From an optimization exercise on the open Yosys and OpenROAD flow, aimed at small area, a short achievable clock period and few clock cycles; shortcuts taken in it are not production practice. The RTL of this run was laid out without a check of its function. Power figures rest on the tool's default switching activity, not on a simulated workload.

File: flow/flow/run.sh
#!/bin/bash
set -uo pipefail
bash standard.sh SETUP_SLACK_MARGIN=7 finish > standard_flow.log 2>&1
File: flow/standard.sh
#!/bin/bash
# synth_recipe.tcl (not shown) runs the flow's synth.tcl, then flattens the netlist and writes it again
# the make line also repeats each setting of config.mk as NAME=value (left out here)
make -C /OpenROAD-flow-scripts/flow DESIGN_CONFIG=/design/flow/config.mk WORK_HOME=/design/flow/orfs CLKGATE_MAP_FILE= SYNTH_SCRIPT=/design/flow/synth_recipe.tcl "${@:-finish}"
File: flow/config.mk
export PLATFORM = sky130hd
export DESIGN_NAME = CPU
export DESIGN_NICKNAME = CPU
export VERILOG_FILES = /design/flow/design.v
export SDC_FILE = /design/flow/constraint.sdc
export NUM_CORES = 8
export LEC_CHECK = 0
export CAP_MARGIN = 20
export CORE_MARGIN = 2
export CORE_UTILIZATION = 40
export SETUP_SLACK_MARGIN = 0.4
export SLEW_MARGIN = 20
File: flow/constraint.sdc
create_clock -name core_clock -period 12.0 [get_ports {clk}]
set_input_delay 2.4000 -clock core_clock [delete_from_list [all_inputs] [get_ports {clk}]]
set_output_delay 2.4000 -clock core_clock [all_outputs]
set_load 0.01 [all_outputs]
File: flow/design.v
module CPU(clk,
            rst_n,
            wen_D,
            addr_D,
            wdata_D,
            rdata_D,
            addr_I,
            rdata_I);
    input         clk, rst_n ;
    output        wen_D  ;
    output [31:0] addr_D ;
    output [31:0] wdata_D;
    input  [31:0] rdata_D;
    output [31:0] addr_I ;
    input  [31:0] rdata_I;
    integer k;
    reg  [31:0] PC;           
    reg         ex_v;         
    reg  [31:0] IR;           
    reg  [31:0] ex_a;         
    reg  [31:0] ex_b;         
    reg  [31:0] ex_alt;       
    reg         ex_pt;        
    reg         ex_fw1;       
    reg         ex_fw2;       
    reg         ex_lu;        
    reg         m_wr;         
    reg         m_ld;         
    reg         m_st;         
    reg  [4:0]  m_rd;
    reg  [31:0] m_val;        
    reg  [31:0] m_sd;         
    wire [31:0] rf_wd = m_ld ? rdata_D : m_val;
    wire [31:0] rf_q [1:31];
    reg  [31:1] rf_vld;
    genvar gi;
    generate
        for (gi = 1; gi < 32; gi = gi + 1) begin : RF
            reg [31:0] r;
            if (gi == 2 || gi == 3) begin : RST
                always @(posedge clk or negedge rst_n) begin
                    if (!rst_n)
                        r <= (gi == 2) ? 32'hbffffff0 : 32'h10008000;
                    else if (m_wr && m_rd == gi)
                        r <= rf_wd;
                end
            end else begin : NRST
                always @(posedge clk) begin
                    if (m_wr && m_rd == gi)
                        r <= rf_wd;
                end
            end
            assign rf_q[gi] = r;
        end
    endgenerate
    always @(posedge clk or negedge rst_n) begin
        if (!rst_n)
            rf_vld <= 31'b110;             
        else if (m_wr)
            rf_vld[m_rd] <= 1'b1;
    end
    wire [4:0] rd  = IR[11:7];
    wire [2:0] f3  = IR[14:12];
    wire i_br    =  IR[6] & ~IR[2];
    wire i_jalr  =  IR[6] &  IR[2] & ~IR[3];
    wire i_jal   =  IR[6] &  IR[3];
    wire i_U     = ~IR[6] &  IR[2];
    wire i_lui   =  i_U &  IR[5];
    wire i_auipc =  i_U & ~IR[5];
    wire i_ld    = ~IR[6] & ~IR[5] & ~IR[4];
    wire i_st    = ~IR[6] &  IR[5] & ~IR[4];
    wire i_opimm = ~IR[6] & ~IR[5] &  IR[4] & ~IR[2];
    wire i_op    = ~IR[6] &  IR[5] &  IR[4] & ~IR[2];
    wire i_md    =  i_op & IR[25];
    wire wr      = ~i_st & ~i_br & (rd != 5'd0);
    wire [31:0] imm_i = {{20{IR[31]}}, IR[31:20]};
    wire [31:0] imm_s = {{20{IR[31]}}, IR[31:25], IR[11:7]};
    wire [31:0] imm_u = {IR[31:12], 12'b0};
    wire [31:0] a  = ex_fw1 ? m_val : ex_a;
    wire [31:0] b  = ex_fw2 ? m_val : ex_b;
    wire [31:0] bi = (i_op | i_br) ? b : (i_st ? imm_s : imm_i);
    wire        i_sub = i_op & IR[30];
    wire [31:0] sum   = a + (i_sub ? ~bi : bi) + {31'b0, i_sub};
    wire        lt    = $signed(a) < $signed(bi);
    wire        eq    = (a == b);
    wire        sh_left = ~f3[2];
    wire [31:0] sh_in, sh_res;
    genvar gs;
    generate
        for (gs = 0; gs < 32; gs = gs + 1) begin : SHR
            assign sh_in[gs] = sh_left ? a[31-gs] : a[gs];
        end
    endgenerate
    wire [32:0] sh_out = $signed({IR[30] & a[31] & ~sh_left, sh_in}) >>> IR[24:20];
    generate
        for (gs = 0; gs < 32; gs = gs + 1) begin : SHL
            assign sh_res[gs] = sh_left ? sh_out[31-gs] : sh_out[gs];
        end
    endgenerate
    wire taken = f3[2] ? (lt ^ f3[0]) : (eq ^ f3[0]);
    reg         md_busy;
    reg         md_al;        
    reg  [4:0]  md_cnt;       
    reg  [31:0] md_acc;       
    reg  [31:0] md_bb;        
    reg  [31:0] md_xq;        
    function [5:0] clz32(input [31:0] x);
        reg [4:0] n;
        reg [31:0] v;
        begin
            v = x;
            n[4] = (v[31:16] == 16'b0); if (n[4]) v = {v[15:0], 16'b0};
            n[3] = (v[31:24] ==  8'b0); if (n[3]) v = {v[23:0],  8'b0};
            n[2] = (v[31:28] ==  4'b0); if (n[2]) v = {v[27:0],  4'b0};
            n[1] = (v[31:30] ==  2'b0); if (n[1]) v = {v[29:0],  2'b0};
            n[0] = ~v[31];
            clz32 = (x == 32'b0) ? 6'd32 : {1'b0, n};
        end
    endfunction
    function [7:0] nib_therm(input [31:0] x);
        integer j;
        reg any;
        begin
            any = 1'b0;
            for (j = 7; j >= 0; j = j - 1) begin
                any = any | (x[4*j +: 4] != 4'b0);
                nib_therm[j] = any;
            end
        end
    endfunction
    wire        is_mul = ~f3[2];
    wire        is_rem =  f3[1];
    wire        a_fewer = |(nib_therm(b) & ~nib_therm(a));
    wire [5:0]  clza  = clz32(a);
    wire [5:0]  clzb  = clz32(b);
    wire [6:0]  sdiff = {1'b0, clzb} - {1'b0, clza};
    wire        bz    = (b == 32'b0);
    wire        one   = bz | sdiff[6] | (sdiff[4:0] == 5'd0);
    wire [4:0]  sh    = one ? 5'd0 : sdiff[4:0];
    wire [31:0] pp0  = md_xq[0] ? md_bb : 32'b0;
    wire [31:0] pp1  = md_xq[1] ? {md_bb[30:0], 1'b0} : 32'b0;
    wire [31:0] cs_s = md_acc ^ pp0 ^ pp1;
    wire [31:0] cs_c = {(md_acc[30:0] & pp0[30:0]) | (md_acc[30:0] & pp1[30:0]) | (pp0[30:0] & pp1[30:0]), 1'b0};
    wire [32:0] ad_x = is_mul ? {1'b0, cs_s} : {1'b0, md_acc};
    wire [32:0] ad_y = is_mul ? {1'b0, cs_c} : {1'b1, ~md_bb};
    wire [32:0] ad_s = ad_x + ad_y + {32'b0, ~is_mul};
    wire        ge    = ~ad_s[32];
    wire [31:0] rem_n = ge ? ad_s[31:0] : md_acc;
    wire [31:0] quo_n = {md_xq[30:0], ge};
    wire        md_last = is_mul ? (md_xq[31:2] == 30'b0) : (~md_al & (md_cnt == 5'd0));
    wire [31:0] md_res  = is_mul ? ad_s[31:0] : (is_rem ? rem_n : quo_n);
    wire md_wait  = i_md & ~(md_busy & md_last);
    wire stall    = ex_v & (ex_lu | md_wait);
    wire ex_go    = ex_v & ~stall;
    wire redirect = ex_go & (i_jalr | (i_br & (taken ^ ex_pt)));
    wire [31:0] rtgt = i_jalr ? {sum[31:1], 1'b0} : ex_alt;
    always @(posedge clk or negedge rst_n) begin
        if (!rst_n)
            md_busy <= 1'b0;
        else if (ex_v & i_md & ~ex_lu)
            md_busy <= ~(md_busy & md_last);
    end
    always @(posedge clk) begin
        if (~md_busy) begin
            if (is_mul) begin
                md_acc <= 32'b0;
                md_bb  <= a_fewer ? b : a;
                md_xq  <= a_fewer ? a : b;
            end else begin
                md_acc <= a;
                md_bb  <= b;
                md_xq  <= {32{bz}};
                md_cnt <= sh;
                md_al  <= ~one;
            end
        end else begin
            if (is_mul) begin
                md_acc <= ad_s[31:0];
                md_bb  <= {md_bb[29:0], 2'b0};
                md_xq  <= {2'b0, md_xq[31:2]};
            end else if (md_al) begin
                md_bb  <= md_bb << md_cnt;
                md_al  <= 1'b0;
            end else begin
                md_acc <= rem_n;
                md_bb  <= {1'b0, md_bb[31:1]};
                md_xq  <= quo_n;
                md_cnt <= md_cnt - 5'd1;
            end
        end
    end
    wire [31:0] ex_res = i_md              ? md_res :
                         i_jal             ? ex_alt :
                         i_jalr            ? PC :
                         i_lui             ? imm_u :
                         i_auipc           ? ex_alt :
                         (i_opimm & f3[0]) ? sh_res :
                         (i_opimm & f3[1]) ? {31'b0, lt} :
                                             sum;
    wire [31:0] fi     = rdata_I;
    wire [4:0]  f_rs1  = fi[19:15];
    wire [4:0]  f_rs2  = fi[24:20];
    wire        f_jal  =  fi[6] & fi[3];
    wire        f_br   =  fi[6] & ~fi[2];
    wire        f_U    = ~fi[6] & fi[2];
    wire        f_use1 = ~f_U & ~f_jal;
    wire        f_use2 = fi[5] & ~fi[2] & (~fi[4] | ~fi[6]);    
    wire        f_pt   = f_jal | (f_br & fi[31]);
    wire [31:0] f_imm  = f_U   ? {fi[31:12], 12'b0} :
                         fi[3] ? {{11{fi[31]}}, fi[31], fi[19:12], fi[20], fi[30:21], 1'b0} :
                                 {{19{fi[31]}}, fi[31], fi[7], fi[30:25], fi[11:8], 1'b0};
    wire [31:0] f_tgt  = PC + f_imm;
    wire [31:0] f_pc4  = PC + 32'd4;
    reg  [31:0] f_r1, f_r2;
    always @(*) begin
        f_r1 = 32'b0;
        f_r2 = 32'b0;
        for (k = 1; k < 32; k = k + 1) begin
            f_r1 = f_r1 | (rf_q[k] & {32{rf_vld[k] & (f_rs1 == k)}});
            f_r2 = f_r2 | (rf_q[k] & {32{rf_vld[k] & (f_rs2 == k)}});
        end
    end
    wire        f_byp1 = m_wr & (m_rd == f_rs1);
    wire        f_byp2 = m_wr & (m_rd == f_rs2);
    wire        h_byp1 = m_wr & (m_rd == IR[19:15]);
    wire        h_byp2 = m_wr & (m_rd == IR[24:20]);
    wire        n_wr   = ex_go & wr;
    wire        n_fw1  = n_wr & ~i_ld & (rd == f_rs1);
    wire        n_fw2  = n_wr & ~i_ld & (rd == f_rs2);
    wire        n_lu   = n_wr &  i_ld & ((f_use1 & (rd == f_rs1)) | (f_use2 & (rd == f_rs2)));
    always @(posedge clk or negedge rst_n) begin
        if (!rst_n) begin
            m_wr   <= 1'b0;
            m_ld   <= 1'b0;
            m_st   <= 1'b0;
            ex_v   <= 1'b0;
            ex_fw1 <= 1'b0;
            ex_fw2 <= 1'b0;
            ex_lu  <= 1'b0;
            PC     <= 32'h00010000;
        end else begin
            m_wr   <= n_wr;
            m_ld   <= ex_go & i_ld;
            m_st   <= ex_go & i_st;
            ex_fw1 <= n_fw1;
            ex_fw2 <= n_fw2;
            ex_lu  <= n_lu;
            if (~stall) begin
                ex_v <= ~redirect;
                PC   <= redirect ? rtgt : (f_pt ? f_tgt : f_pc4);
            end
        end
    end
    always @(posedge clk) begin
        m_rd  <= rd;
        m_val <= ex_res;
        m_sd  <= b;
        if (~stall) begin
            IR     <= fi;
            ex_alt <= f_pt ? f_pc4 : f_tgt;
            ex_pt  <= f_pt;
            ex_a   <= f_byp1 ? rf_wd : f_r1;
            ex_b   <= f_byp2 ? rf_wd : f_r2;
        end else begin
            if (h_byp1) ex_a <= rf_wd;
            if (h_byp2) ex_b <= rf_wd;
        end
    end
    assign addr_I  = PC;
    assign wen_D   = m_st;
    assign addr_D  = m_val;
    assign wdata_D = m_sd;
endmodule
==> results.txt <==
[sequential cells by signal (all words and copies together) (netlist names), 5 cells and up]
| register | flops |
|---|---|
| md_xq | 32 |
| m_rd | 5 |
| md_acc | 32 |
| ex_alt | 32 |
| rf_vld | 31 |
| m_sd | 32 |
| ex_b | 32 |
| md_cnt | 5 |
| PC | 32 |
| IR | 30 |
| ex_a | 32 |
| m_val | 32 |
| md_bb | 32 |
| RF.r | 992 |
[power by group through the flow]
stage | Combinational, uW | Clock, uW | Sequential (uW)
after floorplan | 5300 | 0 | 6980
after global placement | 7960 | 0 | 7610
after detailed placement | 8050 | 0 | 7610
after CTS | 8630 | 4760 | 7520
after global routing | 9870 | 4950 | 7610
final | 9380 | 4760 | 7590
[worst max-delay path: cells and delay by family]
family	cells	cell delay (ns)
simple gates	4	1.48
compound gates	3	0.77
buf+inv	2	1.01
[cell families (layout without fill, tap and decap cells)]
kind of cell / Yosys count / after routing / share of synthesized area, %
other cells: 0 / 12 / 0
mux: 340 / 340 / 6.29
simple gates: 1638 / 1642 / 10.2
fa+ha+maj: 183 / 183 / 3.36
compound gates: 2319 / 2319 / 21.7
xor+xnor: 246 / 246 / 2.83
flops: 1361 / 1361 / 51.6
buf+inv: 746 / 968 / 3.91
[per-layer routing]
layer  up-vias  track usage (%)  wire (microns)
met4         8             27.6           36300
li1      27186                -               -
met5         -            0.422              86
met3      2045             15.7           61000
met2      6879             55.2          158000
met1     33984             46.3          129000
[placed cells by master (no fill, tap or decap), types with 123 or more instances in the layout]
| master | Yosys | final |
|---|---|---|
| ha_1 | 148 | 142 |
| inv_1 | 163 | 156 |
| nand2_1 | 446 | 439 |
| xnor2_1 | 152 | 142 |
| o21ai_0 | 357 | 323 |
| a22o_1 | 280 | 280 |
| edfxtp_1 | 1127 | 1127 |
| clkdlybuf4s50_1 | 0 | 142 |
| a221oi_1 | 321 | 308 |
| a21oi_1 | 392 | 337 |
| a22oi_1 | 375 | 373 |
| mux2i_1 | 163 | 141 |
| nand3_1 | 190 | 186 |
| nand4_1 | 123 | 123 |
| clkbuf_16 | 0 | 153 |
| nor2_1 | 440 | 407 |
| buf_4 | 6 | 290 |
[path summary, 6_finish.rpt]
check / cells past startpoint / slack [ns] / start / end
worst min register to register: 1 / 0.49 / rf_vld[19] / rf_vld[19]
max in group asynchronous: 3 / 8.20 / rst_n / RF[3].r[7]
min in group asynchronous: 1 / 1.46 / rst_n / PC[11]
worst max-delay path: 9 / 6.86 / rdata_I[24] / ex_b[1]
worst min-delay path: 1 / 0.49 / rf_vld[19] / rf_vld[19]
worst max register to register: 23 / 6.96 / ex_fw1 / md_cnt[3]
[stage by stage]
stage          hold slack (ns)  area, sq um  cells  total power (uW)  utilization (%)
2_1_floorplan            0.433        76100   6833             12300                -
3_3_place_gp             0.470        80400   9131             15600             42.4
3_5_place_dp             0.467        80400   9131             15700             42.4
4_1_cts                  0.490        87300   9488             20900             46.1
5_1_grt                  0.507        88500   9571             22400             46.7
6_report                 0.491        88500   9582             21700             46.7
[cell type report]
cell class,count,area share [%]
sequential,1361,44.3
multi-input combinational,4730,40.2
timing repair buffer,513,5.41
clock buffer,191,4.54
tap,2511,3.55
clock inverter,84,1.09
inverter,180,0.814
antenna,12,0.0339
[what timing repair did]
| item | CTS | global route |
|---|---|---|
| pin swaps | 55 | 71 |
| endpoints found under the setup margin | 246 | 125 |
| resized for setup | 286 | 143 |
| gates cloned | 8 | 3 |
| buffers inserted | 74 | 79 |
==> summary.md <==
| Metric | Value |
|---|---|
| GP Congestion | `approximately 1.0` |
| Asr flop ratio synth | `9.92%` |
| Maximum VDD drop | `200 uV` |
| Register area | `around 40000 sq um` |
| Post-synthesis sequential element count | `approximately 1400` |
| Tot GR Track Use | `38.4%` |
| PnR worst setup slack | `6.86 ns` |
| Count leader, synth | `edfxtp_1` |
| Max Slew Vio Count | `0` |
| Mapped Cells | `approximately 6800` |
| Final-report setup violation count | `0` |
| # H-tree levels | `4` |
| Sequential share of the synthesized area | `between 50% and 60%` |
| Synth top area share | `44.5%` |
| # DRC | `0` |
| Comb pwr share | `approximately 43%` |
| Die ar. | `194000 sq um` |
| Max clock buf depth | `3` |
| CTS Hold Bufs | `0` |
| Layout cells sized above 1 | `16.6%` |
| Total grt overflow | `0` |
| Status | `no timing/DRC/antenna violations` |
| F_max | `between 150 and 200 MHz` |
| Worst Tran Pin Value | `1.16 ns` |
| Clk sink count | `~1400` |
| Power Dens Cells | `around 250 nW/um^2` |
| CTS Root Cell | `clkbuf_16` |
| Synth area leaders | `edfxtp_1, a22oi_1, a221oi_1, dfrtp_1, a22o_1` |
| Sequential power share | `between 30% and 40%` |
| Period minus WS final | `~5.1 ns` |
| Hpwl dp | `227 mm` |
| YS warnings | `1` |
| Final Net Count | `7183` |
| Final WL | `between 300 and 400 mm` |
| Critical path peak fanout | `19` |
| Via/cell ratio | `7.32` |
| Pre-CTS setup slack | `roughly 4.6 ns` |
| Worst-path clk slew | `around 0.070 ns` |
| Period Utilization, post-route | `between 40% and 50%` |
| Total CTS buffers | `roughly 150` |
| Multi-input logic area | `approximately 36000 sq um` |
| Initial core utilization | `40.1%` |
| TritonCTS clock tree | `built` |
| Core Area | `about 190000 sq um` |
| Initial antenna violation count | `13` |
| Skew final | `~0.057 ns` |
| Crit path kind | `in2reg` |
| Yosys cell types | `107` |
| Worst skew pair latency | `approximately 0.84 ns` |
| Hold Path Class | `reg2reg` |
| Crit-path cells | `clkdlybuf4s15_2 -> nor3b_1 -> and3_4 -> buf_4 -> a22o_1 -> a221oi_1 -> nand4_1 -> nor3_1 -> a21oi_1` |
| Setup TNS | `0 ns` |
| Fillcell total | `about 17000` |
| Worst path required time | `12.53 ns` |
| Commonest cells post-synth | `edfxtp_1, clkbuf_1, nand2_1` |
| Sw Ratio | `around 42%` |
| Port bufs | `between 150 and 200` |
| Sw Pwr | `a little over 9000 uW` |
| Int Pwr | `12600 uW` |
| Crit path DAT | `between 5 and 6 ns` |
| Number of flops mapped to enable cells by yosys | `between 1000 and 1500` |
| Largest net degree at the start of global routing | `90` |
| Die outline width | `roughly 440 microns` |
| Crit-path max cell delay | `roughly 0.64 ns` |
| Final hold vios | `0` |
| Vias in the first global route | `~65000` |
| Synth Net Count | `7082` |
| Remaining antenna violation count | `0` |
| Initial DRC count | `~14000` |
| Die Y-Extent | `~440 microns` |
| RSZ-0062 raised after global routing | `yes` |
| First-pass GRT wire length | `between 500 and 600 mm` |
| I/O pin cnt | `roughly 160` |
| Max cap viols | `0` |
| Syn_area_per_cell | `between 10 and 15 sq um` |
| Leakage | `~0.032 uW` |
| Critical path's slowest cell | `and3_4` |
| Post-synth top flop | `edfxtp_1` |
| DRT Pass-1 Iters | `11` |
| Syn-to-layout area delta | `16.5%` |
| Slew headroom | `between 20% and 30%` |
| Clk pwr share | `21.9%` |
| Core Rows | `between 150 and 200` |
| Via count | `approximately 70000` |
| CP startpoint kind | `primary input` |
| Routed wire per std cell | `around 40 microns` |
| Critical Path End Type | `flop` |
| Synthesized area | `76000 sq um` |
| Area leader, netlist | `edfxtp_1` |

## afterwards: timing with drivers on the ports
The results above use ideal ports. As a check the final layout listed here was re-extracted and re-timed, cells and wires unchanged. Step 1, drivers: a clkbuf_16 drives clk and a buf_2 each remaining input, both assumed. Step 2 adds t to the input delays and takes it off the output delays; t is the mean of the earliest and latest rising clock arrival at the registers after step 1. Input paths then give back, and output paths get back, about the clock's delay inside the block. a / b / c = no drivers / after step 1 / after step 2; a / b = the first two.
shift t [ns]: 0.901
setup slack, ns: 6.860 / 6.908 / 6.007
worst setup path after step 2: input to register
latest minus earliest clock arrival (ns): 0.057 / 0.057
worst data-port slew with drivers (ns): 0.13
After both steps setup and hold are still met in this run. The setup slack of this run moves by +0.048 ns with the drivers and by -0.853 ns with both steps.
